This is an optimization exercise on Yosys and OpenROAD, whose aim is small area, not a production implementation. Only simulation tests tie the RTL to the original design; equivalence was not proved.

$ cat design/flow/standard.sh
#!/bin/bash
# synth_recipe.tcl (not shown) runs the flow's synth.tcl, then flattens the netlist and writes it again
# the make line also repeats each setting of config.mk as NAME=value (left out here)
make -C /OpenROAD-flow-scripts/flow DESIGN_CONFIG=/design/flow/config.mk WORK_HOME=/design/flow/orfs CLKGATE_MAP_FILE= SYNTH_SCRIPT=/design/flow/synth_recipe.tcl "${@:-finish}"
$ cat design/flow/constraint.sdc
create_clock -name core_clock -period 4.0 [get_ports {clk}]
set_input_delay 0.8000 -clock core_clock [delete_from_list [all_inputs] [get_ports {clk}]]
set_output_delay 0.8000 -clock core_clock [all_outputs]
set_load 0.01 [all_outputs]
$ cat design/flow/flow/run.sh
#!/bin/bash
# The standard layout, with the smallest buffer on every input and output port
# instead of the flow's default choice, and clock tree synthesis without dummy
# loads and with smaller clock buffers.  make's output goes to flow_make.log.
set -euo pipefail
export BUFFER_PORTS_ARGS="-buffer_cell sky130_fd_sc_hd__buf_1"
export CTS_ARGS="-sink_clustering_enable -repair_clock_nets -dont_use_dummy_load -buf_list {sky130_fd_sc_hd__clkbuf_8 sky130_fd_sc_hd__clkbuf_16} -sink_clustering_size 30 -sink_clustering_max_diameter 100"
bash standard.sh > flow_make.log 2>&1
$ cat design/flow/design.v
package AggrCDMAPkg;
    parameter int CDMA_CODE_WIDTH = 16;                      
    parameter int NUM_PORTS       = CDMA_CODE_WIDTH;         
    parameter int DATA_WIDTH      = 8;                       
    parameter int LOG_CODE_WIDTH  = $clog2(CDMA_CODE_WIDTH-1); 
    parameter int COUNTER_WIDTH   = $clog2(CDMA_CODE_WIDTH-1);   
    parameter logic [CDMA_CODE_WIDTH*CDMA_CODE_WIDTH-1:0] CDMA_CODES    
                   = { 16'd0,
                       16'd21845,
                       16'd13107,
                       16'd26214,
                       16'd3855,
                       16'd23130,
                       16'd15420,
                       16'd26985,
                       16'd255,
                       16'd21930,
                       16'd13260,
                       16'd26265,
                       16'd4080,
                       16'd23205,
                       16'd15555,
                       16'd27030};
    typedef   logic [DATA_WIDTH-1:0] dataWord;  
endpackage
module fa3 (
  input  logic a,
  input  logic b,
  input  logic c,
  output logic s,
  output logic co
);
  assign s  = a ^ b ^ c;
  assign co = (a & b) | (a & c) | (b & c);
endmodule
module ha2 (
  input  logic a,
  input  logic b,
  output logic s,
  output logic co
);
  assign s  = a ^ b;
  assign co = a & b;
endmodule
module acdma_top (
  input  logic         clk,
  input  logic         rst,
  input  logic [127:0] data_in,
  output logic [127:0] decoded_out
);
  logic [15:1] chip;
  wire  [15:0] chipx = {chip, 1'b0};
  wire  [3:0]  ph = ~{chip[8], chip[4], chip[2], chip[1]};
  wire  [3:0]  nn = ~(ph + 4'h1);
  always_ff @(posedge clk) begin
    if (rst) {chip[12], chip[8], chip[4], chip[3], chip[2], chip[1]} <= 6'd0;
    else begin
      chip[1] <= nn[0];
      chip[2] <= nn[1];
      chip[3] <= nn[0] ^ nn[1];
      chip[4] <= nn[2];
      chip[8] <= nn[3];
      chip[12] <= nn[2] ^ nn[3];
    end
  end
  assign chip[5] = chip[1] ^ chip[4];
  assign chip[6] = chip[2] ^ chip[4];
  assign chip[7] = chip[3] ^ chip[4];
  assign chip[9] = chip[1] ^ chip[8];
  assign chip[10] = chip[2] ^ chip[8];
  assign chip[11] = chip[3] ^ chip[8];
  assign chip[13] = chip[1] ^ chip[12];
  assign chip[14] = chip[2] ^ chip[12];
  assign chip[15] = chip[3] ^ chip[12];
  logic [127:0] w;
  assign w[7:0] = {~(data_in[7] ^ chipx[0]), data_in[6:0] ^ {7{chipx[0]}}};
  assign w[15:8] = {~(data_in[15] ^ chipx[1]), data_in[14:8] ^ {7{chipx[1]}}};
  assign w[23:16] = {~(data_in[23] ^ chipx[2]), data_in[22:16] ^ {7{chipx[2]}}};
  assign w[31:24] = {~(data_in[31] ^ chipx[3]), data_in[30:24] ^ {7{chipx[3]}}};
  assign w[39:32] = {~(data_in[39] ^ chipx[4]), data_in[38:32] ^ {7{chipx[4]}}};
  assign w[47:40] = {~(data_in[47] ^ chipx[5]), data_in[46:40] ^ {7{chipx[5]}}};
  assign w[55:48] = {~(data_in[55] ^ chipx[6]), data_in[54:48] ^ {7{chipx[6]}}};
  assign w[63:56] = {~(data_in[63] ^ chipx[7]), data_in[62:56] ^ {7{chipx[7]}}};
  assign w[71:64] = {~(data_in[71] ^ chipx[8]), data_in[70:64] ^ {7{chipx[8]}}};
  assign w[79:72] = {~(data_in[79] ^ chipx[9]), data_in[78:72] ^ {7{chipx[9]}}};
  assign w[87:80] = {~(data_in[87] ^ chipx[10]), data_in[86:80] ^ {7{chipx[10]}}};
  assign w[95:88] = {~(data_in[95] ^ chipx[11]), data_in[94:88] ^ {7{chipx[11]}}};
  assign w[103:96] = {~(data_in[103] ^ chipx[12]), data_in[102:96] ^ {7{chipx[12]}}};
  assign w[111:104] = {~(data_in[111] ^ chipx[13]), data_in[110:104] ^ {7{chipx[13]}}};
  assign w[119:112] = {~(data_in[119] ^ chipx[14]), data_in[118:112] ^ {7{chipx[14]}}};
  assign w[127:120] = {~(data_in[127] ^ chipx[15]), data_in[126:120] ^ {7{chipx[15]}}};
  wire ts0, tc0;
  fa3 uts0 (.a(w[120]), .b(w[112]), .c(w[104]), .s(ts0), .co(tc0));
  wire ts1, tc1;
  ha2 uts1 (.a(w[96]), .b(w[88]), .s(ts1), .co(tc1));
  wire ts2, tc2;
  fa3 uts2 (.a(w[121]), .b(w[113]), .c(w[105]), .s(ts2), .co(tc2));
  wire ts3, tc3;
  fa3 uts3 (.a(w[97]), .b(w[89]), .c(w[81]), .s(ts3), .co(tc3));
  wire ts4, tc4;
  ha2 uts4 (.a(w[73]), .b(w[65]), .s(ts4), .co(tc4));
  wire ts5, tc5;
  fa3 uts5 (.a(w[122]), .b(w[114]), .c(w[106]), .s(ts5), .co(tc5));
  wire ts6, tc6;
  fa3 uts6 (.a(w[98]), .b(w[90]), .c(w[82]), .s(ts6), .co(tc6));
  wire ts7, tc7;
  fa3 uts7 (.a(w[74]), .b(w[66]), .c(w[58]), .s(ts7), .co(tc7));
  wire ts8, tc8;
  fa3 uts8 (.a(w[123]), .b(w[115]), .c(w[107]), .s(ts8), .co(tc8));
  wire ts9, tc9;
  fa3 uts9 (.a(w[99]), .b(w[91]), .c(w[83]), .s(ts9), .co(tc9));
  wire ts10, tc10;
  fa3 uts10 (.a(w[75]), .b(w[67]), .c(w[59]), .s(ts10), .co(tc10));
  wire ts11, tc11;
  fa3 uts11 (.a(w[124]), .b(w[116]), .c(w[108]), .s(ts11), .co(tc11));
  wire ts12, tc12;
  fa3 uts12 (.a(w[100]), .b(w[92]), .c(w[84]), .s(ts12), .co(tc12));
  wire ts13, tc13;
  fa3 uts13 (.a(w[76]), .b(w[68]), .c(w[60]), .s(ts13), .co(tc13));
  wire ts14, tc14;
  fa3 uts14 (.a(w[125]), .b(w[117]), .c(w[109]), .s(ts14), .co(tc14));
  wire ts15, tc15;
  fa3 uts15 (.a(w[101]), .b(w[93]), .c(w[85]), .s(ts15), .co(tc15));
  wire ts16, tc16;
  fa3 uts16 (.a(w[77]), .b(w[69]), .c(w[61]), .s(ts16), .co(tc16));
  wire ts17, tc17;
  fa3 uts17 (.a(w[126]), .b(w[118]), .c(w[110]), .s(ts17), .co(tc17));
  wire ts18, tc18;
  fa3 uts18 (.a(w[102]), .b(w[94]), .c(w[86]), .s(ts18), .co(tc18));
  wire ts19, tc19;
  fa3 uts19 (.a(w[78]), .b(w[70]), .c(w[62]), .s(ts19), .co(tc19));
  wire ts20, tc20;
  fa3 uts20 (.a(w[127]), .b(w[119]), .c(w[111]), .s(ts20), .co(tc20));
  wire ts21, tc21;
  fa3 uts21 (.a(w[103]), .b(w[95]), .c(w[87]), .s(ts21), .co(tc21));
  wire ts22, tc22;
  fa3 uts22 (.a(w[79]), .b(w[71]), .c(w[63]), .s(ts22), .co(tc22));
  wire ts23, tc23;
  fa3 uts23 (.a(w[80]), .b(w[72]), .c(w[64]), .s(ts23), .co(tc23));
  wire ts24, tc24;
  fa3 uts24 (.a(w[56]), .b(w[48]), .c(w[40]), .s(ts24), .co(tc24));
  wire ts25, tc25;
  fa3 uts25 (.a(tc1), .b(tc0), .c(w[57]), .s(ts25), .co(tc25));
  wire ts26, tc26;
  fa3 uts26 (.a(w[49]), .b(w[41]), .c(w[33]), .s(ts26), .co(tc26));
  wire ts27, tc27;
  fa3 uts27 (.a(w[25]), .b(w[17]), .c(w[9]), .s(ts27), .co(tc27));
  wire ts28, tc28;
  fa3 uts28 (.a(tc4), .b(tc3), .c(tc2), .s(ts28), .co(tc28));
  wire ts29, tc29;
  fa3 uts29 (.a(w[50]), .b(w[42]), .c(w[34]), .s(ts29), .co(tc29));
  wire ts30, tc30;
  fa3 uts30 (.a(w[26]), .b(w[18]), .c(w[10]), .s(ts30), .co(tc30));
  wire ts31, tc31;
  ha2 uts31 (.a(w[2]), .b(ts7), .s(ts31), .co(tc31));
  wire ts32, tc32;
  fa3 uts32 (.a(tc7), .b(tc6), .c(tc5), .s(ts32), .co(tc32));
  wire ts33, tc33;
  fa3 uts33 (.a(w[51]), .b(w[43]), .c(w[35]), .s(ts33), .co(tc33));
  wire ts34, tc34;
  fa3 uts34 (.a(w[27]), .b(w[19]), .c(w[11]), .s(ts34), .co(tc34));
  wire ts35, tc35;
  fa3 uts35 (.a(w[3]), .b(ts10), .c(ts9), .s(ts35), .co(tc35));
  wire ts36, tc36;
  fa3 uts36 (.a(tc10), .b(tc9), .c(tc8), .s(ts36), .co(tc36));
  wire ts37, tc37;
  fa3 uts37 (.a(w[52]), .b(w[44]), .c(w[36]), .s(ts37), .co(tc37));
  wire ts38, tc38;
  fa3 uts38 (.a(w[28]), .b(w[20]), .c(w[12]), .s(ts38), .co(tc38));
  wire ts39, tc39;
  fa3 uts39 (.a(w[4]), .b(ts13), .c(ts12), .s(ts39), .co(tc39));
  wire ts40, tc40;
  fa3 uts40 (.a(tc13), .b(tc12), .c(tc11), .s(ts40), .co(tc40));
  wire ts41, tc41;
  fa3 uts41 (.a(w[53]), .b(w[45]), .c(w[37]), .s(ts41), .co(tc41));
  wire ts42, tc42;
  fa3 uts42 (.a(w[29]), .b(w[21]), .c(w[13]), .s(ts42), .co(tc42));
  wire ts43, tc43;
  fa3 uts43 (.a(w[5]), .b(ts16), .c(ts15), .s(ts43), .co(tc43));
  wire ts44, tc44;
  fa3 uts44 (.a(tc16), .b(tc15), .c(tc14), .s(ts44), .co(tc44));
  wire ts45, tc45;
  fa3 uts45 (.a(w[54]), .b(w[46]), .c(w[38]), .s(ts45), .co(tc45));
  wire ts46, tc46;
  fa3 uts46 (.a(w[30]), .b(w[22]), .c(w[14]), .s(ts46), .co(tc46));
  wire ts47, tc47;
  fa3 uts47 (.a(w[6]), .b(ts19), .c(ts18), .s(ts47), .co(tc47));
  wire ts48, tc48;
  fa3 uts48 (.a(tc19), .b(tc18), .c(tc17), .s(ts48), .co(tc48));
  wire ts49, tc49;
  fa3 uts49 (.a(w[55]), .b(w[47]), .c(w[39]), .s(ts49), .co(tc49));
  wire ts50, tc50;
  fa3 uts50 (.a(w[31]), .b(w[23]), .c(w[15]), .s(ts50), .co(tc50));
  wire ts51, tc51;
  fa3 uts51 (.a(w[7]), .b(ts22), .c(ts21), .s(ts51), .co(tc51));
  wire ts52, tc52;
  fa3 uts52 (.a(w[32]), .b(w[24]), .c(w[16]), .s(ts52), .co(tc52));
  wire ts53, tc53;
  ha2 uts53 (.a(w[8]), .b(w[0]), .s(ts53), .co(tc53));
  wire ts54, tc54;
  fa3 uts54 (.a(tc24), .b(tc23), .c(w[1]), .s(ts54), .co(tc54));
  wire ts55, tc55;
  fa3 uts55 (.a(ts4), .b(ts3), .c(ts2), .s(ts55), .co(tc55));
  wire ts56, tc56;
  ha2 uts56 (.a(ts27), .b(ts26), .s(ts56), .co(tc56));
  wire ts57, tc57;
  fa3 uts57 (.a(tc27), .b(tc26), .c(tc25), .s(ts57), .co(tc57));
  wire ts58, tc58;
  fa3 uts58 (.a(ts6), .b(ts5), .c(ts31), .s(ts58), .co(tc58));
  wire ts59, tc59;
  fa3 uts59 (.a(ts30), .b(ts29), .c(ts28), .s(ts59), .co(tc59));
  wire ts60, tc60;
  fa3 uts60 (.a(tc31), .b(tc30), .c(tc29), .s(ts60), .co(tc60));
  wire ts61, tc61;
  fa3 uts61 (.a(tc28), .b(ts8), .c(ts35), .s(ts61), .co(tc61));
  wire ts62, tc62;
  fa3 uts62 (.a(ts34), .b(ts33), .c(ts32), .s(ts62), .co(tc62));
  wire ts63, tc63;
  fa3 uts63 (.a(tc35), .b(tc34), .c(tc33), .s(ts63), .co(tc63));
  wire ts64, tc64;
  fa3 uts64 (.a(tc32), .b(ts11), .c(ts39), .s(ts64), .co(tc64));
  wire ts65, tc65;
  fa3 uts65 (.a(ts38), .b(ts37), .c(ts36), .s(ts65), .co(tc65));
  wire ts66, tc66;
  fa3 uts66 (.a(tc39), .b(tc38), .c(tc37), .s(ts66), .co(tc66));
  wire ts67, tc67;
  fa3 uts67 (.a(tc36), .b(ts14), .c(ts43), .s(ts67), .co(tc67));
  wire ts68, tc68;
  fa3 uts68 (.a(ts42), .b(ts41), .c(ts40), .s(ts68), .co(tc68));
  wire ts69, tc69;
  fa3 uts69 (.a(tc43), .b(tc42), .c(tc41), .s(ts69), .co(tc69));
  wire ts70, tc70;
  fa3 uts70 (.a(tc40), .b(ts17), .c(ts47), .s(ts70), .co(tc70));
  wire ts71, tc71;
  fa3 uts71 (.a(ts46), .b(ts45), .c(ts44), .s(ts71), .co(tc71));
  wire ts72, tc72;
  fa3 uts72 (.a(tc47), .b(tc46), .c(tc45), .s(ts72), .co(tc72));
  wire ts73, tc73;
  fa3 uts73 (.a(tc44), .b(ts20), .c(ts51), .s(ts73), .co(tc73));
  wire ts74, tc74;
  fa3 uts74 (.a(ts50), .b(ts49), .c(ts48), .s(ts74), .co(tc74));
  wire ts75, tc75;
  fa3 uts75 (.a(tc51), .b(tc50), .c(tc49), .s(ts75), .co(tc75));
  wire ts76, tc76;
  fa3 uts76 (.a(tc48), .b(tc22), .c(tc21), .s(ts76), .co(tc76));
  wire ts77, tc77;
  fa3 uts77 (.a(ts1), .b(ts0), .c(ts24), .s(ts77), .co(tc77));
  wire ts78, tc78;
  fa3 uts78 (.a(tc53), .b(tc52), .c(ts25), .s(ts78), .co(tc78));
  wire ts79, tc79;
  ha2 uts79 (.a(ts56), .b(ts55), .s(ts79), .co(tc79));
  wire ts80, tc80;
  fa3 uts80 (.a(tc56), .b(tc55), .c(tc54), .s(ts80), .co(tc80));
  wire ts81, tc81;
  fa3 uts81 (.a(ts59), .b(ts58), .c(ts57), .s(ts81), .co(tc81));
  wire ts82, tc82;
  fa3 uts82 (.a(tc59), .b(tc58), .c(tc57), .s(ts82), .co(tc82));
  wire ts83, tc83;
  fa3 uts83 (.a(ts62), .b(ts61), .c(ts60), .s(ts83), .co(tc83));
  wire ts84, tc84;
  fa3 uts84 (.a(tc62), .b(tc61), .c(tc60), .s(ts84), .co(tc84));
  wire ts85, tc85;
  fa3 uts85 (.a(ts65), .b(ts64), .c(ts63), .s(ts85), .co(tc85));
  wire ts86, tc86;
  fa3 uts86 (.a(tc65), .b(tc64), .c(tc63), .s(ts86), .co(tc86));
  wire ts87, tc87;
  fa3 uts87 (.a(ts68), .b(ts67), .c(ts66), .s(ts87), .co(tc87));
  wire ts88, tc88;
  fa3 uts88 (.a(tc68), .b(tc67), .c(tc66), .s(ts88), .co(tc88));
  wire ts89, tc89;
  fa3 uts89 (.a(ts71), .b(ts70), .c(ts69), .s(ts89), .co(tc89));
  wire ts90, tc90;
  fa3 uts90 (.a(tc71), .b(tc70), .c(tc69), .s(ts90), .co(tc90));
  wire ts91, tc91;
  fa3 uts91 (.a(ts74), .b(ts73), .c(ts72), .s(ts91), .co(tc91));
  wire ts92, tc92;
  fa3 uts92 (.a(tc74), .b(tc73), .c(tc72), .s(ts92), .co(tc92));
  wire ts93, tc93;
  fa3 uts93 (.a(tc20), .b(ts76), .c(ts75), .s(ts93), .co(tc93));
  wire ts94, tc94;
  ha2 uts94 (.a(ts23), .b(ts53), .s(ts94), .co(tc94));
  wire ts95, tc95;
  fa3 uts95 (.a(tc77), .b(ts54), .c(ts79), .s(ts95), .co(tc95));
  wire ts96, tc96;
  fa3 uts96 (.a(tc79), .b(tc78), .c(ts81), .s(ts96), .co(tc96));
  wire ts97, tc97;
  fa3 uts97 (.a(tc81), .b(tc80), .c(ts83), .s(ts97), .co(tc97));
  wire ts98, tc98;
  fa3 uts98 (.a(tc83), .b(tc82), .c(ts85), .s(ts98), .co(tc98));
  wire ts99, tc99;
  fa3 uts99 (.a(tc85), .b(tc84), .c(ts87), .s(ts99), .co(tc99));
  wire ts100, tc100;
  fa3 uts100 (.a(tc87), .b(tc86), .c(ts89), .s(ts100), .co(tc100));
  wire ts101, tc101;
  fa3 uts101 (.a(tc89), .b(tc88), .c(ts91), .s(ts101), .co(tc101));
  wire ts102, tc102;
  fa3 uts102 (.a(tc91), .b(tc90), .c(ts93), .s(ts102), .co(tc102));
  wire ts103, tc103;
  fa3 uts103 (.a(tc93), .b(tc92), .c(tc76), .s(ts103), .co(tc103));
  wire [11:0] t0 = {1'b0, tc103, ts103, ts102, ts101, ts100, ts99, ts98, ts97, ts96, ts95, ts94};
  wire [11:0] t1 = {1'b0, 1'b0, tc75, ts92, ts90, ts88, ts86, ts84, ts82, ts80, ts78, ts77};
  wire [11:0] t2 = {1'b0, 1'b0, tc102, tc101, tc100, tc99, tc98, tc97, tc96, tc95, tc94, ts52};
  logic [11:0] a0, a1, a2;
  logic [11:0] r1, r2;
  logic [11:4] r3;
  logic [4:0] xl;
  logic [6:0] xd;
  logic cx;
  wire sel = ~ph[0];
  wire [4:0] xa = sel ? {r2[3:0], 1'b0} : r2[4:0];
  wire [4:0] xb = sel ? ~xl : r1[4:0];
  wire [5:0] xc;
  wire [4:0] xs;
  ha2 uxl0 (.a(xa[0]), .b(xb[0]), .s(xs[0]), .co(xc[1]));
  fa3 uxl1 (.a(xa[1]), .b(xb[1]), .c(xc[1]), .s(xs[1]), .co(xc[2]));
  fa3 uxl2 (.a(xa[2]), .b(xb[2]), .c(xc[2]), .s(xs[2]), .co(xc[3]));
  fa3 uxl3 (.a(xa[3]), .b(xb[3]), .c(xc[3]), .s(xs[3]), .co(xc[4]));
  fa3 uxl4 (.a(xa[4]), .b(xb[4]), .c(xc[4]), .s(xs[4]), .co(xc[5]));
  wire [6:0] ya = sel ? r3[11:5] : r3[10:4];
  wire [6:0] yb = sel ? r2[11:5] : ~xd;
  wire [7:0] yc;
  wire [6:0] ys;
  assign yc[0] = cx;
  fa3 uxh0 (.a(ya[0]), .b(yb[0]), .c(yc[0]), .s(ys[0]), .co(yc[1]));
  fa3 uxh1 (.a(ya[1]), .b(yb[1]), .c(yc[1]), .s(ys[1]), .co(yc[2]));
  fa3 uxh2 (.a(ya[2]), .b(yb[2]), .c(yc[2]), .s(ys[2]), .co(yc[3]));
  fa3 uxh3 (.a(ya[3]), .b(yb[3]), .c(yc[3]), .s(ys[3]), .co(yc[4]));
  fa3 uxh4 (.a(ya[4]), .b(yb[4]), .c(yc[4]), .s(ys[4]), .co(yc[5]));
  fa3 uxh5 (.a(ya[5]), .b(yb[5]), .c(yc[5]), .s(ys[5]), .co(yc[6]));
  assign ys[6] = ya[6] ^ yb[6] ^ yc[6];
  always_ff @(posedge clk) begin
    a0 <= t0;
    a1 <= t1;
    a2 <= t2;
    r1 <= a0 + a1 + a2;
    r2 <= r1;
    r3 <= r2[11:4];
    xl <= xs;
    cx <= xc[5];
    xd <= ys;
  end
  wire [4:0] xlo = xl;
  logic [7:0] sl, sh;
  logic clr_lo, clr_hi;
  assign clr_lo = (ph == 4'd4) | (ph == 4'd5);
  always_comb begin
    case (ph)
      4'd0: sl = 8'haa;
      4'd1: sl = 8'h55;
      4'd2: sl = 8'h00;
      4'd3: sl = 8'h00;
      4'd4: sl = 8'h5a;
      4'd5: sl = 8'hb4;
      4'd6: sl = 8'he1;
      4'd7: sl = 8'hc3;
      4'd8: sl = 8'ha5;
      4'd9: sl = 8'h4b;
      4'd10: sl = 8'h1e;
      4'd11: sl = 8'h3c;
      4'd12: sl = 8'h99;
      4'd13: sl = 8'h33;
      4'd14: sl = 8'h66;
      4'd15: sl = 8'hcc;
      default: sl = 8'h00;
    endcase
  end
  always_ff @(posedge clk) begin
    sh <= sl;
    clr_hi <= clr_lo;
  end
  logic [4:0] klo [0:7];
  logic [6:0] khi [0:7];
  assign klo[0] = ph[0] ? 5'h1c : 5'h1c;
  assign khi[0] = ph[0] ? 7'h7f : 7'h7f;
  assign klo[1] = ph[0] ? 5'h1c : 5'h1c;
  assign khi[1] = ph[0] ? 7'h7f : 7'h7f;
  assign klo[2] = ph[0] ? 5'h1c : 5'h18;
  assign khi[2] = ph[0] ? 7'h3 : 7'h7f;
  assign klo[3] = ph[0] ? 5'h0 : 5'h1c;
  assign khi[3] = ph[0] ? 7'h7f : 7'h0;
  assign klo[4] = ph[0] ? 5'h1c : 5'h1c;
  assign khi[4] = ph[0] ? 7'h7f : 7'h7f;
  assign klo[5] = ph[0] ? 5'h1c : 5'h1c;
  assign khi[5] = ph[0] ? 7'h7f : 7'h7f;
  assign klo[6] = ph[0] ? 5'h1c : 5'h1c;
  assign khi[6] = ph[0] ? 7'h7f : 7'h7f;
  assign klo[7] = ph[0] ? 5'h1c : 5'h1c;
  assign khi[7] = ph[0] ? 7'h7f : 7'h7f;
  logic [11:0] ring [0:15];
  logic [7:0]  cy;
  wire [4:0] la0 = clr_lo ? klo[0] : ring[0][4:0];
  wire [4:0] lb0 = xlo ^ {5{sl[0]}};
  wire [5:0] lc0;
  wire [4:0] ls0;
  assign lc0[0] = 1'b0;
  ha2 ul0_0 (.a(la0[0]), .b(lb0[0]), .s(ls0[0]), .co(lc0[1]));
  fa3 ul0_1 (.a(la0[1]), .b(lb0[1]), .c(lc0[1]), .s(ls0[1]), .co(lc0[2]));
  fa3 ul0_2 (.a(la0[2]), .b(lb0[2]), .c(lc0[2]), .s(ls0[2]), .co(lc0[3]));
  fa3 ul0_3 (.a(la0[3]), .b(lb0[3]), .c(lc0[3]), .s(ls0[3]), .co(lc0[4]));
  fa3 ul0_4 (.a(la0[4]), .b(lb0[4]), .c(lc0[4]), .s(ls0[4]), .co(lc0[5]));
  wire [6:0] ha0 = clr_hi ? khi[0] : ring[1][11:5];
  wire [6:0] hb0 = xd ^ {7{sh[0]}};
  wire [6:0] hc0;
  wire [6:0] hs0;
  assign hc0[0] = cy[0];
  fa3 uh0_0 (.a(ha0[0]), .b(hb0[0]), .c(hc0[0]), .s(hs0[0]), .co(hc0[1]));
  fa3 uh0_1 (.a(ha0[1]), .b(hb0[1]), .c(hc0[1]), .s(hs0[1]), .co(hc0[2]));
  fa3 uh0_2 (.a(ha0[2]), .b(hb0[2]), .c(hc0[2]), .s(hs0[2]), .co(hc0[3]));
  fa3 uh0_3 (.a(ha0[3]), .b(hb0[3]), .c(hc0[3]), .s(hs0[3]), .co(hc0[4]));
  fa3 uh0_4 (.a(ha0[4]), .b(hb0[4]), .c(hc0[4]), .s(hs0[4]), .co(hc0[5]));
  fa3 uh0_5 (.a(ha0[5]), .b(hb0[5]), .c(hc0[5]), .s(hs0[5]), .co(hc0[6]));
  assign hs0[6] = ha0[6] ^ hb0[6] ^ hc0[6];
  wire [4:0] la1 = clr_lo ? klo[1] : ring[2][4:0];
  wire [4:0] lb1 = xlo ^ {5{sl[1]}};
  wire [5:0] lc1;
  wire [4:0] ls1;
  assign lc1[0] = 1'b0;
  ha2 ul1_0 (.a(la1[0]), .b(lb1[0]), .s(ls1[0]), .co(lc1[1]));
  fa3 ul1_1 (.a(la1[1]), .b(lb1[1]), .c(lc1[1]), .s(ls1[1]), .co(lc1[2]));
  fa3 ul1_2 (.a(la1[2]), .b(lb1[2]), .c(lc1[2]), .s(ls1[2]), .co(lc1[3]));
  fa3 ul1_3 (.a(la1[3]), .b(lb1[3]), .c(lc1[3]), .s(ls1[3]), .co(lc1[4]));
  fa3 ul1_4 (.a(la1[4]), .b(lb1[4]), .c(lc1[4]), .s(ls1[4]), .co(lc1[5]));
  wire [6:0] ha1 = clr_hi ? khi[1] : ring[3][11:5];
  wire [6:0] hb1 = xd ^ {7{sh[1]}};
  wire [6:0] hc1;
  wire [6:0] hs1;
  assign hc1[0] = cy[1];
  fa3 uh1_0 (.a(ha1[0]), .b(hb1[0]), .c(hc1[0]), .s(hs1[0]), .co(hc1[1]));
  fa3 uh1_1 (.a(ha1[1]), .b(hb1[1]), .c(hc1[1]), .s(hs1[1]), .co(hc1[2]));
  fa3 uh1_2 (.a(ha1[2]), .b(hb1[2]), .c(hc1[2]), .s(hs1[2]), .co(hc1[3]));
  fa3 uh1_3 (.a(ha1[3]), .b(hb1[3]), .c(hc1[3]), .s(hs1[3]), .co(hc1[4]));
  fa3 uh1_4 (.a(ha1[4]), .b(hb1[4]), .c(hc1[4]), .s(hs1[4]), .co(hc1[5]));
  fa3 uh1_5 (.a(ha1[5]), .b(hb1[5]), .c(hc1[5]), .s(hs1[5]), .co(hc1[6]));
  assign hs1[6] = ha1[6] ^ hb1[6] ^ hc1[6];
  wire [4:0] la2 = clr_lo ? klo[2] : ring[4][4:0];
  wire [4:0] lb2 = xlo ^ {5{sl[2]}};
  wire [5:0] lc2;
  wire [4:0] ls2;
  assign lc2[0] = 1'b0;
  ha2 ul2_0 (.a(la2[0]), .b(lb2[0]), .s(ls2[0]), .co(lc2[1]));
  fa3 ul2_1 (.a(la2[1]), .b(lb2[1]), .c(lc2[1]), .s(ls2[1]), .co(lc2[2]));
  fa3 ul2_2 (.a(la2[2]), .b(lb2[2]), .c(lc2[2]), .s(ls2[2]), .co(lc2[3]));
  fa3 ul2_3 (.a(la2[3]), .b(lb2[3]), .c(lc2[3]), .s(ls2[3]), .co(lc2[4]));
  fa3 ul2_4 (.a(la2[4]), .b(lb2[4]), .c(lc2[4]), .s(ls2[4]), .co(lc2[5]));
  wire [6:0] ha2 = clr_hi ? khi[2] : ring[5][11:5];
  wire [6:0] hb2 = xd ^ {7{sh[2]}};
  wire [6:0] hc2;
  wire [6:0] hs2;
  assign hc2[0] = cy[2];
  fa3 uh2_0 (.a(ha2[0]), .b(hb2[0]), .c(hc2[0]), .s(hs2[0]), .co(hc2[1]));
  fa3 uh2_1 (.a(ha2[1]), .b(hb2[1]), .c(hc2[1]), .s(hs2[1]), .co(hc2[2]));
  fa3 uh2_2 (.a(ha2[2]), .b(hb2[2]), .c(hc2[2]), .s(hs2[2]), .co(hc2[3]));
  fa3 uh2_3 (.a(ha2[3]), .b(hb2[3]), .c(hc2[3]), .s(hs2[3]), .co(hc2[4]));
  fa3 uh2_4 (.a(ha2[4]), .b(hb2[4]), .c(hc2[4]), .s(hs2[4]), .co(hc2[5]));
  fa3 uh2_5 (.a(ha2[5]), .b(hb2[5]), .c(hc2[5]), .s(hs2[5]), .co(hc2[6]));
  assign hs2[6] = ha2[6] ^ hb2[6] ^ hc2[6];
  wire [4:0] la3 = clr_lo ? klo[3] : ring[6][4:0];
  wire [4:0] lb3 = xlo ^ {5{sl[3]}};
  wire [5:0] lc3;
  wire [4:0] ls3;
  assign lc3[0] = 1'b0;
  ha2 ul3_0 (.a(la3[0]), .b(lb3[0]), .s(ls3[0]), .co(lc3[1]));
  fa3 ul3_1 (.a(la3[1]), .b(lb3[1]), .c(lc3[1]), .s(ls3[1]), .co(lc3[2]));
  fa3 ul3_2 (.a(la3[2]), .b(lb3[2]), .c(lc3[2]), .s(ls3[2]), .co(lc3[3]));
  fa3 ul3_3 (.a(la3[3]), .b(lb3[3]), .c(lc3[3]), .s(ls3[3]), .co(lc3[4]));
  fa3 ul3_4 (.a(la3[4]), .b(lb3[4]), .c(lc3[4]), .s(ls3[4]), .co(lc3[5]));
  wire [6:0] ha3 = clr_hi ? khi[3] : ring[7][11:5];
  wire [6:0] hb3 = xd ^ {7{sh[3]}};
  wire [6:0] hc3;
  wire [6:0] hs3;
  assign hc3[0] = cy[3];
  fa3 uh3_0 (.a(ha3[0]), .b(hb3[0]), .c(hc3[0]), .s(hs3[0]), .co(hc3[1]));
  fa3 uh3_1 (.a(ha3[1]), .b(hb3[1]), .c(hc3[1]), .s(hs3[1]), .co(hc3[2]));
  fa3 uh3_2 (.a(ha3[2]), .b(hb3[2]), .c(hc3[2]), .s(hs3[2]), .co(hc3[3]));
  fa3 uh3_3 (.a(ha3[3]), .b(hb3[3]), .c(hc3[3]), .s(hs3[3]), .co(hc3[4]));
  fa3 uh3_4 (.a(ha3[4]), .b(hb3[4]), .c(hc3[4]), .s(hs3[4]), .co(hc3[5]));
  fa3 uh3_5 (.a(ha3[5]), .b(hb3[5]), .c(hc3[5]), .s(hs3[5]), .co(hc3[6]));
  assign hs3[6] = ha3[6] ^ hb3[6] ^ hc3[6];
  wire [4:0] la4 = clr_lo ? klo[4] : ring[8][4:0];
  wire [4:0] lb4 = xlo ^ {5{sl[4]}};
  wire [5:0] lc4;
  wire [4:0] ls4;
  assign lc4[0] = 1'b0;
  ha2 ul4_0 (.a(la4[0]), .b(lb4[0]), .s(ls4[0]), .co(lc4[1]));
  fa3 ul4_1 (.a(la4[1]), .b(lb4[1]), .c(lc4[1]), .s(ls4[1]), .co(lc4[2]));
  fa3 ul4_2 (.a(la4[2]), .b(lb4[2]), .c(lc4[2]), .s(ls4[2]), .co(lc4[3]));
  fa3 ul4_3 (.a(la4[3]), .b(lb4[3]), .c(lc4[3]), .s(ls4[3]), .co(lc4[4]));
  fa3 ul4_4 (.a(la4[4]), .b(lb4[4]), .c(lc4[4]), .s(ls4[4]), .co(lc4[5]));
  wire [6:0] ha4 = clr_hi ? khi[4] : ring[9][11:5];
  wire [6:0] hb4 = xd ^ {7{sh[4]}};
  wire [6:0] hc4;
  wire [6:0] hs4;
  assign hc4[0] = cy[4];
  fa3 uh4_0 (.a(ha4[0]), .b(hb4[0]), .c(hc4[0]), .s(hs4[0]), .co(hc4[1]));
  fa3 uh4_1 (.a(ha4[1]), .b(hb4[1]), .c(hc4[1]), .s(hs4[1]), .co(hc4[2]));
  fa3 uh4_2 (.a(ha4[2]), .b(hb4[2]), .c(hc4[2]), .s(hs4[2]), .co(hc4[3]));
  fa3 uh4_3 (.a(ha4[3]), .b(hb4[3]), .c(hc4[3]), .s(hs4[3]), .co(hc4[4]));
  fa3 uh4_4 (.a(ha4[4]), .b(hb4[4]), .c(hc4[4]), .s(hs4[4]), .co(hc4[5]));
  fa3 uh4_5 (.a(ha4[5]), .b(hb4[5]), .c(hc4[5]), .s(hs4[5]), .co(hc4[6]));
  assign hs4[6] = ha4[6] ^ hb4[6] ^ hc4[6];
  wire [4:0] la5 = clr_lo ? klo[5] : ring[10][4:0];
  wire [4:0] lb5 = xlo ^ {5{sl[5]}};
  wire [5:0] lc5;
  wire [4:0] ls5;
  assign lc5[0] = 1'b0;
  ha2 ul5_0 (.a(la5[0]), .b(lb5[0]), .s(ls5[0]), .co(lc5[1]));
  fa3 ul5_1 (.a(la5[1]), .b(lb5[1]), .c(lc5[1]), .s(ls5[1]), .co(lc5[2]));
  fa3 ul5_2 (.a(la5[2]), .b(lb5[2]), .c(lc5[2]), .s(ls5[2]), .co(lc5[3]));
  fa3 ul5_3 (.a(la5[3]), .b(lb5[3]), .c(lc5[3]), .s(ls5[3]), .co(lc5[4]));
  fa3 ul5_4 (.a(la5[4]), .b(lb5[4]), .c(lc5[4]), .s(ls5[4]), .co(lc5[5]));
  wire [6:0] ha5 = clr_hi ? khi[5] : ring[11][11:5];
  wire [6:0] hb5 = xd ^ {7{sh[5]}};
  wire [6:0] hc5;
  wire [6:0] hs5;
  assign hc5[0] = cy[5];
  fa3 uh5_0 (.a(ha5[0]), .b(hb5[0]), .c(hc5[0]), .s(hs5[0]), .co(hc5[1]));
  fa3 uh5_1 (.a(ha5[1]), .b(hb5[1]), .c(hc5[1]), .s(hs5[1]), .co(hc5[2]));
  fa3 uh5_2 (.a(ha5[2]), .b(hb5[2]), .c(hc5[2]), .s(hs5[2]), .co(hc5[3]));
  fa3 uh5_3 (.a(ha5[3]), .b(hb5[3]), .c(hc5[3]), .s(hs5[3]), .co(hc5[4]));
  fa3 uh5_4 (.a(ha5[4]), .b(hb5[4]), .c(hc5[4]), .s(hs5[4]), .co(hc5[5]));
  fa3 uh5_5 (.a(ha5[5]), .b(hb5[5]), .c(hc5[5]), .s(hs5[5]), .co(hc5[6]));
  assign hs5[6] = ha5[6] ^ hb5[6] ^ hc5[6];
  wire [4:0] la6 = clr_lo ? klo[6] : ring[12][4:0];
  wire [4:0] lb6 = xlo ^ {5{sl[6]}};
  wire [5:0] lc6;
  wire [4:0] ls6;
  assign lc6[0] = 1'b0;
  ha2 ul6_0 (.a(la6[0]), .b(lb6[0]), .s(ls6[0]), .co(lc6[1]));
  fa3 ul6_1 (.a(la6[1]), .b(lb6[1]), .c(lc6[1]), .s(ls6[1]), .co(lc6[2]));
  fa3 ul6_2 (.a(la6[2]), .b(lb6[2]), .c(lc6[2]), .s(ls6[2]), .co(lc6[3]));
  fa3 ul6_3 (.a(la6[3]), .b(lb6[3]), .c(lc6[3]), .s(ls6[3]), .co(lc6[4]));
  fa3 ul6_4 (.a(la6[4]), .b(lb6[4]), .c(lc6[4]), .s(ls6[4]), .co(lc6[5]));
  wire [6:0] ha6 = clr_hi ? khi[6] : ring[13][11:5];
  wire [6:0] hb6 = xd ^ {7{sh[6]}};
  wire [6:0] hc6;
  wire [6:0] hs6;
  assign hc6[0] = cy[6];
  fa3 uh6_0 (.a(ha6[0]), .b(hb6[0]), .c(hc6[0]), .s(hs6[0]), .co(hc6[1]));
  fa3 uh6_1 (.a(ha6[1]), .b(hb6[1]), .c(hc6[1]), .s(hs6[1]), .co(hc6[2]));
  fa3 uh6_2 (.a(ha6[2]), .b(hb6[2]), .c(hc6[2]), .s(hs6[2]), .co(hc6[3]));
  fa3 uh6_3 (.a(ha6[3]), .b(hb6[3]), .c(hc6[3]), .s(hs6[3]), .co(hc6[4]));
  fa3 uh6_4 (.a(ha6[4]), .b(hb6[4]), .c(hc6[4]), .s(hs6[4]), .co(hc6[5]));
  fa3 uh6_5 (.a(ha6[5]), .b(hb6[5]), .c(hc6[5]), .s(hs6[5]), .co(hc6[6]));
  assign hs6[6] = ha6[6] ^ hb6[6] ^ hc6[6];
  wire [4:0] la7 = clr_lo ? klo[7] : ring[14][4:0];
  wire [4:0] lb7 = xlo ^ {5{sl[7]}};
  wire [5:0] lc7;
  wire [4:0] ls7;
  assign lc7[0] = 1'b0;
  ha2 ul7_0 (.a(la7[0]), .b(lb7[0]), .s(ls7[0]), .co(lc7[1]));
  fa3 ul7_1 (.a(la7[1]), .b(lb7[1]), .c(lc7[1]), .s(ls7[1]), .co(lc7[2]));
  fa3 ul7_2 (.a(la7[2]), .b(lb7[2]), .c(lc7[2]), .s(ls7[2]), .co(lc7[3]));
  fa3 ul7_3 (.a(la7[3]), .b(lb7[3]), .c(lc7[3]), .s(ls7[3]), .co(lc7[4]));
  fa3 ul7_4 (.a(la7[4]), .b(lb7[4]), .c(lc7[4]), .s(ls7[4]), .co(lc7[5]));
  wire [6:0] ha7 = clr_hi ? khi[7] : ring[15][11:5];
  wire [6:0] hb7 = xd ^ {7{sh[7]}};
  wire [6:0] hc7;
  wire [6:0] hs7;
  assign hc7[0] = cy[7];
  fa3 uh7_0 (.a(ha7[0]), .b(hb7[0]), .c(hc7[0]), .s(hs7[0]), .co(hc7[1]));
  fa3 uh7_1 (.a(ha7[1]), .b(hb7[1]), .c(hc7[1]), .s(hs7[1]), .co(hc7[2]));
  fa3 uh7_2 (.a(ha7[2]), .b(hb7[2]), .c(hc7[2]), .s(hs7[2]), .co(hc7[3]));
  fa3 uh7_3 (.a(ha7[3]), .b(hb7[3]), .c(hc7[3]), .s(hs7[3]), .co(hc7[4]));
  fa3 uh7_4 (.a(ha7[4]), .b(hb7[4]), .c(hc7[4]), .s(hs7[4]), .co(hc7[5]));
  fa3 uh7_5 (.a(ha7[5]), .b(hb7[5]), .c(hc7[5]), .s(hs7[5]), .co(hc7[6]));
  assign hs7[6] = ha7[6] ^ hb7[6] ^ hc7[6];
  always_ff @(posedge clk) begin
    ring[1] <= {ring[0][11:5], ls0};
    cy[0] <= lc0[5];
    ring[2] <= {hs0, ring[1][4:0]};
    ring[3] <= {ring[2][11:5], ls1};
    cy[1] <= lc1[5];
    ring[4] <= {hs1, ring[3][4:0]};
    ring[5] <= {ring[4][11:5], ls2};
    cy[2] <= lc2[5];
    ring[6] <= {hs2, ring[5][4:0]};
    ring[7] <= {ring[6][11:5], ls3};
    cy[3] <= lc3[5];
    ring[8] <= {hs3, ring[7][4:0]};
    ring[9] <= {ring[8][11:5], ls4};
    cy[4] <= lc4[5];
    ring[10] <= {hs4, ring[9][4:0]};
    ring[11] <= {ring[10][11:5], ls5};
    cy[5] <= lc5[5];
    ring[12] <= {hs5, ring[11][4:0]};
    ring[13] <= {ring[12][11:5], ls6};
    cy[6] <= lc6[5];
    ring[14] <= {hs6, ring[13][4:0]};
    ring[15] <= {ring[14][11:5], ls7};
    cy[7] <= lc7[5];
    ring[0] <= {hs7, ring[15][4:0]};
  end
  logic [0:0] cap [0:7];
  always_ff @(posedge clk) begin
    cap[0] <= ring[4][4:4];
    cap[1] <= ring[6][4:4];
    cap[2] <= ring[8][4:4];
    cap[3] <= ring[10][4:4];
    cap[4] <= ring[12][4:4];
    cap[5] <= ring[14][4:4];
    cap[6] <= ring[0][4:4];
    cap[7] <= ring[2][4:4];
  end
  assign decoded_out[7:0] = {ring[5][11:5], cap[0]};
  assign decoded_out[15:8] = ring[6][11:4];
  assign decoded_out[23:16] = {ring[7][11:5], cap[1]};
  assign decoded_out[31:24] = ring[8][11:4];
  assign decoded_out[39:32] = {ring[9][11:5], cap[2]};
  assign decoded_out[47:40] = ring[10][11:4];
  assign decoded_out[55:48] = {ring[11][11:5], cap[3]};
  assign decoded_out[63:56] = ring[12][11:4];
  assign decoded_out[71:64] = {ring[13][11:5], cap[4]};
  assign decoded_out[79:72] = ring[14][11:4];
  assign decoded_out[87:80] = {ring[15][11:5], cap[5]};
  assign decoded_out[95:88] = ring[0][11:4];
  assign decoded_out[103:96] = {ring[1][11:5], cap[6]};
  assign decoded_out[111:104] = ring[2][11:4];
  assign decoded_out[119:112] = {ring[3][11:5], cap[7]};
  assign decoded_out[127:120] = ring[4][11:4];
endmodule
$ cat design/flow/config.mk
export PLATFORM = sky130hd
export DESIGN_NAME = acdma_top
export DESIGN_NICKNAME = acdma_top
export VERILOG_FILES = /design/flow/design.v
export SDC_FILE = /design/flow/constraint.sdc
export NUM_CORES = 4
export LEC_CHECK = 0
export CAP_MARGIN = 20
export CORE_MARGIN = 2
export CORE_UTILIZATION = 60
export PLACE_DENSITY = 0.9
export SLEW_MARGIN = 20
export SYNTH_HIERARCHICAL = 1
export SYNTH_MINIMUM_KEEP_SIZE = 0
==> results of run 1 <==
[final cells by class]
type                    instances  area (um^2)
fillers                      1883         9070
multi-input cells             679         7880
flip-flops and latches        299         5990
well taps                     330          413
repair buffers                283         1220
clock buffers                  13          325
inverters                      37          139
[state kept, by name (all words and copies together), names as in the netlist]
name / cells
r2: 12
xl: 5
chip: 6
a1: 10
r1: 12
r3: 8
ring: 192
a0: 11
cap: 8
xd: 7
cx: 1
clr_hi: 1
sh: 8
cy: 8
a2: 10
[metal layers]
layer | up-vias | global-route usage, % | wire length, um | share of wire [%]
met4 | 0 | 7.00 | 807 | 2.6
met1 | 4116 | 28.4 | 12300 | 40
met5 | - | 0 | 0 | 0
met3 | 49 | 3.81 | 1730 | 5.5
li1 | 3742 | - | - | -
met2 | 332 | 44.6 | 16300 | 52
[cells by family after synthesis]
group                    after synthesis  synth area share [%]
AND/OR/NAND/NOR                      134                  4.74
AO/OA/AOI/OAI                         51                  2.14
adder cells (fa/ha/maj)              228                  28.6
multiplexers                          13                  1.10
XOR/XNOR                             253                  15.3
buffers and inverters                213                  8.69
flip-flops                           299                  39.4
[modules after synthesis, one instance, submodules excluded]
module / flops+latches / times used
fa3: 0 / 187
ha2: 0 / 16
acdma_top: 299 / 1
[stage by stage]
| step | setup slack [ps] | utilization (%) | area [um^2] | cells |
|---|---|---|---|---|
| final | 134 | 63.8 | 16000 | 1641 |
| after global routing | 6.31 | 63.8 | 16000 | 1641 |
| after CTS | 32.4 | 63.7 | 16000 | 1641 |
| after detailed placement | 38.5 | 62.4 | 15600 | 1628 |
| after global placement | 126 | 62.4 | 15600 | 1628 |
| after floorplan | 133 | - | 15200 | 1191 |
[worst reg2reg max path, stage by stage, from the launching register on]
cell	delay, ps
sky130_fd_sc_hd__dfxtp_1	340
sky130_fd_sc_hd__buf_12	170
sky130_fd_sc_hd__or2_2	350
sky130_fd_sc_hd__fa_1	430
sky130_fd_sc_hd__fa_1	420
sky130_fd_sc_hd__fa_1	400
sky130_fd_sc_hd__fa_1	390
sky130_fd_sc_hd__fa_1	400
sky130_fd_sc_hd__fa_1	390
sky130_fd_sc_hd__xnor2_1	210
sky130_fd_sc_hd__xnor2_1	160
sky130_fd_sc_hd__xnor2_1	150
[synth_stat cells (5+ instances only)]
library cell and count:
sky130_fd_sc_hd__nor2b_1 5, sky130_fd_sc_hd__dfxtp_1 299, sky130_fd_sc_hd__inv_1 34, sky130_fd_sc_hd__xnor2_1 137, sky130_fd_sc_hd__ha_1 30, sky130_fd_sc_hd__or2_2 38
sky130_fd_sc_hd__and2_1 16, sky130_fd_sc_hd__xor2_1 108, sky130_fd_sc_hd__buf_1 6, sky130_fd_sc_hd__clkbuf_1 26, sky130_fd_sc_hd__nor2_1 19, sky130_fd_sc_hd__nand2b_1 21
sky130_fd_sc_hd__mux2_2 10, sky130_fd_sc_hd__o21ai_0 27, sky130_fd_sc_hd__buf_2 10, sky130_fd_sc_hd__buf_4 133, sky130_fd_sc_hd__nand2_1 28, sky130_fd_sc_hd__fa_1 198
[final timing paths]
kind                              from           to  slack, ps  cells past startpoint
worst max-delay path            clr_hi  ring[4][11]        130                     11
worst min register to register  r1[11]       r2[11]        340                      0
worst min-delay path            r1[11]       r2[11]        340                      0
worst max register to register  clr_hi  ring[4][11]        130                     11
==> impl_metrics.prom, run 1 <==
# TYPE chip_impl_metric gauge
chip_impl_info{name="outcome",value="finished clean"} 1
chip_impl_metric{name="clkSinkCount",unit=""} 299
chip_impl_metric{name="insertedDiodeCount",unit=""} 0
chip_impl_info{name="cts-root-buf",value="sky130_fd_sc_hd__clkbuf_16"} 1
chip_impl_info{name="cp_slowest_cell",value="sky130_fd_sc_hd__fa_1"} 1
chip_impl_metric{name="netlist_instances",unit=""} 1191
chip_impl_metric{name="synth.ff_latch_count",unit=""} 299
chip_impl_metric{name="flow.area_growth_from_synthesis",unit="%"} 5.24
chip_impl_metric{name="num_vias",unit=""} 8239
chip_impl_metric{name="dp_hpwl",unit="um"} 25400
chip_impl_metric{name="finalHoldWorstSlack",unit="ps"} 336
chip_impl_metric{name="skew",unit="ps"} 16.5
chip_impl_metric{name="grt_antenna_before_repair",unit=""} 0
chip_impl_metric{name="synth_nets",unit=""} 1549
chip_impl_info{name="holdCritPathClass",value="reg2reg"} 1
chip_impl_metric{name="gr-usage-all-layers",unit="%"} 23.9
chip_impl_metric{name="yosysSeqAreaShare",unit="%"} 39.4
chip_impl_metric{name="boundaryPins",unit=""} 258
chip_impl_metric{name="die_height",unit="um"} 163
chip_impl_metric{name="design.die.area",unit="um^2"} 26600
chip_impl_info{name="grt_setup_unrepaired",value="no"} 1
chip_impl_metric{name="critPathBufInv",unit=""} 1
chip_impl_info{name="leading_cell_type_in_the_layout_fill_and_taps_excluded",value="sky130_fd_sc_hd__dfxtp_1"} 1
chip_impl_metric{name="finalNetCount",unit=""} 1671
chip_impl_metric{name="synth_cell_type_count",unit=""} 42
chip_impl_metric{name="row_count",unit=""} 58
chip_impl_metric{name="overflow",unit=""} 0
chip_impl_metric{name="critical-path-max-stage-delay",unit="ps"} 430
chip_impl_metric{name="async_set_or_reset_flop_fraction_in_the_synthesized_netlist",unit="%"} 0
chip_impl_metric{name="syn-cell-area",unit="um^2"} 15200
chip_impl_metric{name="core_region_area",unit="um^2"} 25000
chip_impl_metric{name="max-slew-margin-rel",unit="%"} 49.3
chip_impl_metric{name="grt_pass1_vias",unit=""} 9225
chip_impl_metric{name="route.detailed.vias_per_inst",unit=""} 5.02
chip_impl_info{name="ys_dominant_reg_cell",value="sky130_fd_sc_hd__dfxtp_1"} 1
chip_impl_metric{name="max_slew.worst_pin.slew",unit="ps"} 756
chip_impl_metric{name="holdBufCountCts",unit=""} 0
chip_impl_metric{name="grt_max_degree",unit=""} 47
chip_impl_metric{name="hold_violations",unit=""} 0
chip_impl_metric{name="fmaxAchievable",unit="GHz"} 0.259
chip_impl_metric{name="drv_slew",unit=""} 0
chip_impl_metric{name="number_of_drc_violations_after_detailed_routing_iteration_0",unit=""} 393
chip_impl_metric{name="ctsLongestPathBuffers",unit=""} 3
chip_impl_info{name="synth_top_area_cell",value="sky130_fd_sc_hd__dfxtp_1"} 1
chip_impl_info{name="ys_top_cells_by_area",value="sky130_fd_sc_hd__dfxtp_1 39%, sky130_fd_sc_hd__fa_1 26%, sky130_fd_sc_hd__xnor2_1 7.9%"} 1
chip_impl_info{name="cp_top_family",value="adder cells"} 1
chip_impl_metric{name="routedWlPerCell",unit="um"} 19.0
chip_impl_info{name="crit_path_frequent_cell",value="sky130_fd_sc_hd__fa_1"} 1
chip_impl_metric{name="total_of_warnings_raised_by_yosys",unit=""} 20
chip_impl_metric{name="number_of_buffers_inserted_by_post_cts_setup_repair",unit=""} 0
chip_impl_metric{name="post_cts_resize_count",unit=""} 0
chip_impl_info{name="worst_setup_path_start_kind",value="flop"} 1
chip_impl_metric{name="h-tree-depth",unit=""} 1
chip_impl_info{name="layout.cells.most_common_list",value="298 x sky130_fd_sc_hd__dfxtp_1, 257 x sky130_fd_sc_hd__buf_1, 195 x sky130_fd_sc_hd__fa_1"} 1
chip_impl_metric{name="ant_nets",unit=""} 0
chip_impl_metric{name="crit_fanout",unit=""} 46
chip_impl_metric{name="postRouteWirelength",unit="um"} 31200
chip_impl_metric{name="yosysTopAreaCellShare",unit="%"} 39.4
chip_impl_metric{name="period_minus_slack",unit="ps"} 3870
chip_impl_info{name="crit_path_end_kind",value="flop"} 1
chip_impl_info{name="timing_worst_setup_path_type",value="reg2reg"} 1
chip_impl_metric{name="finalSetupTns",unit="ps"} 0
chip_impl_metric{name="synth_enable_flop_cells",unit=""} 0
chip_impl_metric{name="timing.critical_path.required",unit="ps"} 4420
chip_impl_metric{name="worstSkewPairLatency",unit="ps"} 490
chip_impl_metric{name="syn_area_per_cell",unit="um^2"} 12.7
chip_impl_metric{name="start_util",unit="%"} 60.6
chip_impl_metric{name="drt_pre_antenna_iters",unit=""} 4
chip_impl_metric{name="cts-buffers-inserted",unit=""} 13
chip_impl_metric{name="die_width",unit="um"} 163
chip_impl_info{name="clock_tree_from_tritoncts",value="yes"} 1
chip_impl_metric{name="worst_ep_arrival_time",unit="ps"} 4280
chip_impl_info{name="timing.critical_path.cells",value="buf_12 -> or2_2 -> fa_1 -> fa_1 -> fa_1 -> fa_1 -> fa_1 -> fa_1 -> xnor2_1 -> xnor2_1 -> xnor2_1"} 1
chip_impl_metric{name="post-route-period-util",unit="%"} 96.6
chip_impl_metric{name="wire_length_of_the_first_global_routing_pass",unit="um"} 48100
chip_impl_metric{name="number_of_violations_of_the_max_capacitance_limit",unit=""} 0
chip_impl_metric{name="post-route-drc-count",unit=""} 0
chip_impl_metric{name="place_congestion",unit=""} 0.932
chip_impl_metric{name="worst_setup_hold_path_clk_slew",unit="ps"} 110
chip_impl_metric{name="portBuffers",unit=""} 257
chip_impl_metric{name="fraction_of_layout_cells_with_a_size_suffix_above_1",unit="%"} 8.39
chip_impl_metric{name="final-setup-viol-count",unit=""} 0
==> run 2, diff against run 1 <==
--- a/design/flow/config.mk
+++ b/design/flow/config.mk
@@ -8,6 +8,6 @@
 export CAP_MARGIN = 20
 export CORE_MARGIN = 2
-export CORE_UTILIZATION = 60
-export PLACE_DENSITY = 0.9
+export CORE_UTILIZATION = 70
+export PLACE_DENSITY = 0.8
 export SLEW_MARGIN = 20
 export SYNTH_HIERARCHICAL = 1
==> run 2 against run 1 <==
Global-route usage grew 1.8 points. Synthesized cell count is the same. Register-to-register slack gained 30 ps. Die area shrank 14%. Routed wire length shrank 10%. Critical endpoint is now a0[3]. Largest cell class unchanged.
==> impl_metrics.prom, run 2 <==
# TYPE chip_impl_metric gauge
chip_impl_metric{name="clkSinkCount",unit=""} 299
chip_impl_metric{name="max-slew-margin-rel",unit="%"} 45.6
chip_impl_metric{name="cts-buffers-inserted",unit=""} 13
chip_impl_info{name="max_flop_register",value="ring"} 1
chip_impl_metric{name="num_vias",unit=""} 7950
chip_impl_metric{name="drt_pre_antenna_iters",unit=""} 4
chip_impl_metric{name="finalSetupTns",unit="ps"} 0
chip_impl_metric{name="post-route-drc-count",unit=""} 0
chip_impl_metric{name="holdBufCountCts",unit=""} 0
chip_impl_metric{name="dp_hpwl",unit="um"} 23200
chip_impl_metric{name="largest_register_ff_count",unit=""} 192
chip_impl_metric{name="h-tree-depth",unit=""} 1
chip_impl_metric{name="ctsLongestPathBuffers",unit=""} 3
chip_impl_info{name="cp_slowest_cell",value="sky130_fd_sc_hd__xnor2_2"} 1
chip_impl_metric{name="postRouteWirelength",unit="um"} 28000
chip_impl_info{name="timing.critical_path.cells",value="xnor2_2 -> xnor2_1 -> fa_1 -> fa_1 -> fa_1 -> fa_1 -> fa_1"} 1
chip_impl_metric{name="start_util",unit="%"} 71.7
chip_impl_info{name="post_synth_most_frequent_cells",value="299 x sky130_fd_sc_hd__dfxtp_1, 198 x sky130_fd_sc_hd__fa_1, 137 x sky130_fd_sc_hd__xnor2_1"} 1
chip_impl_metric{name="syn_area_per_cell",unit="um^2"} 12.7
chip_impl_metric{name="die_height",unit="um"} 151
chip_impl_info{name="crit_path_end_kind",value="flop"} 1
chip_impl_metric{name="worstSkewPairLatency",unit="ps"} 490
chip_impl_metric{name="skew",unit="ps"} 40.5
chip_impl_info{name="holdCritPathClass",value="reg2reg"} 1
chip_impl_metric{name="hold_violations",unit=""} 0
chip_impl_metric{name="number_of_violations_of_the_max_capacitance_limit",unit=""} 0
chip_impl_metric{name="total_of_warnings_raised_by_yosys",unit=""} 20
chip_impl_metric{name="gr-usage-all-layers",unit="%"} 25.7
chip_impl_metric{name="yosysSeqAreaShare",unit="%"} 39.4
chip_impl_metric{name="number_of_buffers_inserted_by_post_cts_setup_repair",unit=""} 0
chip_impl_info{name="cts-root-buf",value="sky130_fd_sc_hd__clkbuf_16"} 1
chip_impl_metric{name="worst_setup_hold_path_clk_slew",unit="ps"} 100
chip_impl_metric{name="row_count",unit=""} 53
chip_impl_metric{name="synth_nets",unit=""} 1549
chip_impl_info{name="outcome",value="finished clean"} 1
chip_impl_metric{name="netlist_instances",unit=""} 1191
chip_impl_metric{name="overflow",unit=""} 0
chip_impl_metric{name="boundaryPins",unit=""} 258
chip_impl_metric{name="finalHoldWorstSlack",unit="ps"} 309
chip_impl_info{name="clock_tree_from_tritoncts",value="yes"} 1
chip_impl_metric{name="fraction_of_layout_cells_with_a_size_suffix_above_1",unit="%"} 8.17
chip_impl_metric{name="drv_slew",unit=""} 0
chip_impl_metric{name="number_of_drc_violations_after_detailed_routing_iteration_0",unit=""} 314
chip_impl_metric{name="worst_ep_arrival_time",unit="ps"} 4180
chip_impl_metric{name="timing.critical_path.required",unit="ps"} 4350
chip_impl_metric{name="critical-path-max-stage-delay",unit="ps"} 680
chip_impl_metric{name="flow.area_growth_from_synthesis",unit="%"} 4.41
chip_impl_metric{name="finalNetCount",unit=""} 1669
chip_impl_metric{name="ant_nets",unit=""} 0
chip_impl_info{name="largestRegisters",value="ring: 192 flops, r1: 12 flops, r2: 12 flops"} 1
chip_impl_metric{name="core_region_area",unit="um^2"} 21200
chip_impl_info{name="crit_path_frequent_cell",value="sky130_fd_sc_hd__fa_1"} 1
chip_impl_metric{name="syn-cell-area",unit="um^2"} 15200
chip_impl_info{name="grt_setup_unrepaired",value="no"} 1
chip_impl_metric{name="synth_enable_flop_cells",unit=""} 0
chip_impl_metric{name="place_congestion",unit=""} 0.872
chip_impl_info{name="layout.cells.most_common_list",value="295 x sky130_fd_sc_hd__dfxtp_1, 257 x sky130_fd_sc_hd__buf_1, 198 x sky130_fd_sc_hd__fa_1"} 1
chip_impl_metric{name="post-route-period-util",unit="%"} 95.8
chip_impl_info{name="leading_cell_type_in_the_layout_fill_and_taps_excluded",value="sky130_fd_sc_hd__dfxtp_1"} 1
chip_impl_metric{name="synth.ff_latch_count",unit=""} 299
chip_impl_metric{name="design.die.area",unit="um^2"} 22900
chip_impl_metric{name="grt_antenna_before_repair",unit=""} 0
chip_impl_metric{name="crit_fanout",unit=""} 8
chip_impl_metric{name="post_cts_resize_count",unit=""} 0
chip_impl_info{name="worst_setup_path_start_kind",value="flop"} 1
chip_impl_metric{name="die_width",unit="um"} 151
chip_impl_metric{name="max_slew.worst_pin.slew",unit="ps"} 812
chip_impl_info{name="synth_top_area_cell",value="sky130_fd_sc_hd__dfxtp_1"} 1
chip_impl_info{name="timing_worst_setup_path_type",value="reg2reg"} 1
chip_impl_metric{name="fmaxAchievable",unit="GHz"} 0.261
chip_impl_metric{name="grt_pass1_vias",unit=""} 8964
chip_impl_metric{name="insertedDiodeCount",unit=""} 0
chip_impl_metric{name="yosysTopAreaCellShare",unit="%"} 39.4
chip_impl_metric{name="wire_length_of_the_first_global_routing_pass",unit="um"} 44700
chip_impl_metric{name="synth_cell_type_count",unit=""} 42
chip_impl_info{name="yosysMostFrequentCell",value="sky130_fd_sc_hd__dfxtp_1"} 1
chip_impl_info{name="ys_dominant_reg_cell",value="sky130_fd_sc_hd__dfxtp_1"} 1
chip_impl_metric{name="period_minus_slack",unit="ps"} 3830
chip_impl_info{name="ys_top_cells_by_area",value="sky130_fd_sc_hd__dfxtp_1 39%, sky130_fd_sc_hd__fa_1 26%, sky130_fd_sc_hd__xnor2_1 7.9%"} 1
chip_impl_metric{name="grt_max_degree",unit=""} 32
chip_impl_metric{name="portBuffers",unit=""} 257
chip_impl_metric{name="routedWlPerCell",unit="um"} 17.7
chip_impl_metric{name="n_fill_cell",unit=""} 1411
chip_impl_metric{name="route.detailed.vias_per_inst",unit=""} 5.02
chip_impl_metric{name="final-setup-viol-count",unit=""} 0
chip_impl_metric{name="async_set_or_reset_flop_fraction_in_the_synthesized_netlist",unit="%"} 0
[run 2: critical path, delay by kind of cell, from the launching register on]
| kind | cells | cell delay [ps] |
|---|---|---|
| fa+ha+maj | 5 | 2430 |
| xor+xnor | 2 | 870 |
| flops | 1 | 420 |
[run 2: worst paths after layout]
path / depth (start not counted) / endpoint / startpoint / slack (ps)
worst min-delay path: 0 / ring[4][3] / ring[3][3] / 310
worst min register to register: 0 / ring[4][3] / ring[3][3] / 310
worst max register to register: 7 / a0[3] / chip[2] / 170
worst max-delay path: 7 / a0[3] / chip[2] / 170
[run 2: cells by family (layout without fill, tap and decap cells)]
family,Yosys count,in the layout,share of synthesized area [%]
buffers and inverters,213,331,8.69
flip-flops,299,299,39.4
multiplexers,13,13,1.10
adder cells (fa/ha/maj),228,228,28.6
AO/OA/AOI/OAI,51,51,2.14
AND/OR/NAND/NOR,134,134,4.74
XOR/XNOR,253,253,15.3
[run 2: layer usage]
metal | vias to the layer above | global-route usage (%) | wire length [um]
li1 | 3733 | - | -
met1 | 3888 | 31.7 | 11300
met2 | 279 | 47.3 | 14500
met3 | 50 | 3.43 | 1500
met4 | 0 | 7.20 | 745
met5 | - | 0 | 0
[run 2: modules after synthesis, one instance, submodules excluded]
module,cells inside,cell area [um^2]
acdma_top,988,11200
fa3,1,20.0
ha2,1,12.5
[run 2: final cells by class]
type                            instances  area [um^2]  share of cell area [%]
Clock buffer                           13          325                    2.05
Inverter                               37          139                   0.876
Multi-Input combinational cell        679         7880                    49.7
Sequential cell                       299         5990                    37.8
Tap cell                              275          344                    2.17
Timing Repair Buffer                  281         1160                    7.33
[run 2: stage by stage]
step                util, %  setup WS, ps  instance area [um^2]  cells
global placement       73.3           139                 15500   1571
CTS                    74.8          50.0                 15800   1584
detailed placement     73.3          52.8                 15500   1571
global route           74.9          41.6                 15800   1584
finish                 74.9           169                 15800   1584
floorplan                 -           133                 15200   1191

what the ideal ports hide:
The results above use ideal ports. As a check the final layouts listed here were re-extracted and re-timed, cells and wires unchanged.
Step 1 (the two cells are an assumption about what drives the block):
set clk [get_ports {clk}]
set_driving_cell -lib_cell sky130_fd_sc_hd__clkbuf_16 $clk
set_driving_cell -lib_cell sky130_fd_sc_hd__buf_2 [delete_from_list [all_inputs] $clk]
Step 2, shift: input delay + t, output delay - t, t = (earliest + latest rising clock arrival at the registers) / 2. This alone moves slack from input paths to output paths.
Three values: ideal ports, drivers, drivers and shift; two values: the first two.
| run | t (ns) | setup slack, ns | hold WS [ns] | clock arrival spread, ns |
|---|---|---|---|---|
| run 1 | 0.525 | 0.134 / 0.134 / 0.134 | 0.336 / 0.336 / 0.336 | 0.018 / 0.018 |
| run 2 | 0.516 | 0.169 / 0.169 / 0.169 | 0.309 / 0.309 / 0.309 | 0.043 / 0.043 |
After both steps setup and hold are still met in every run listed.
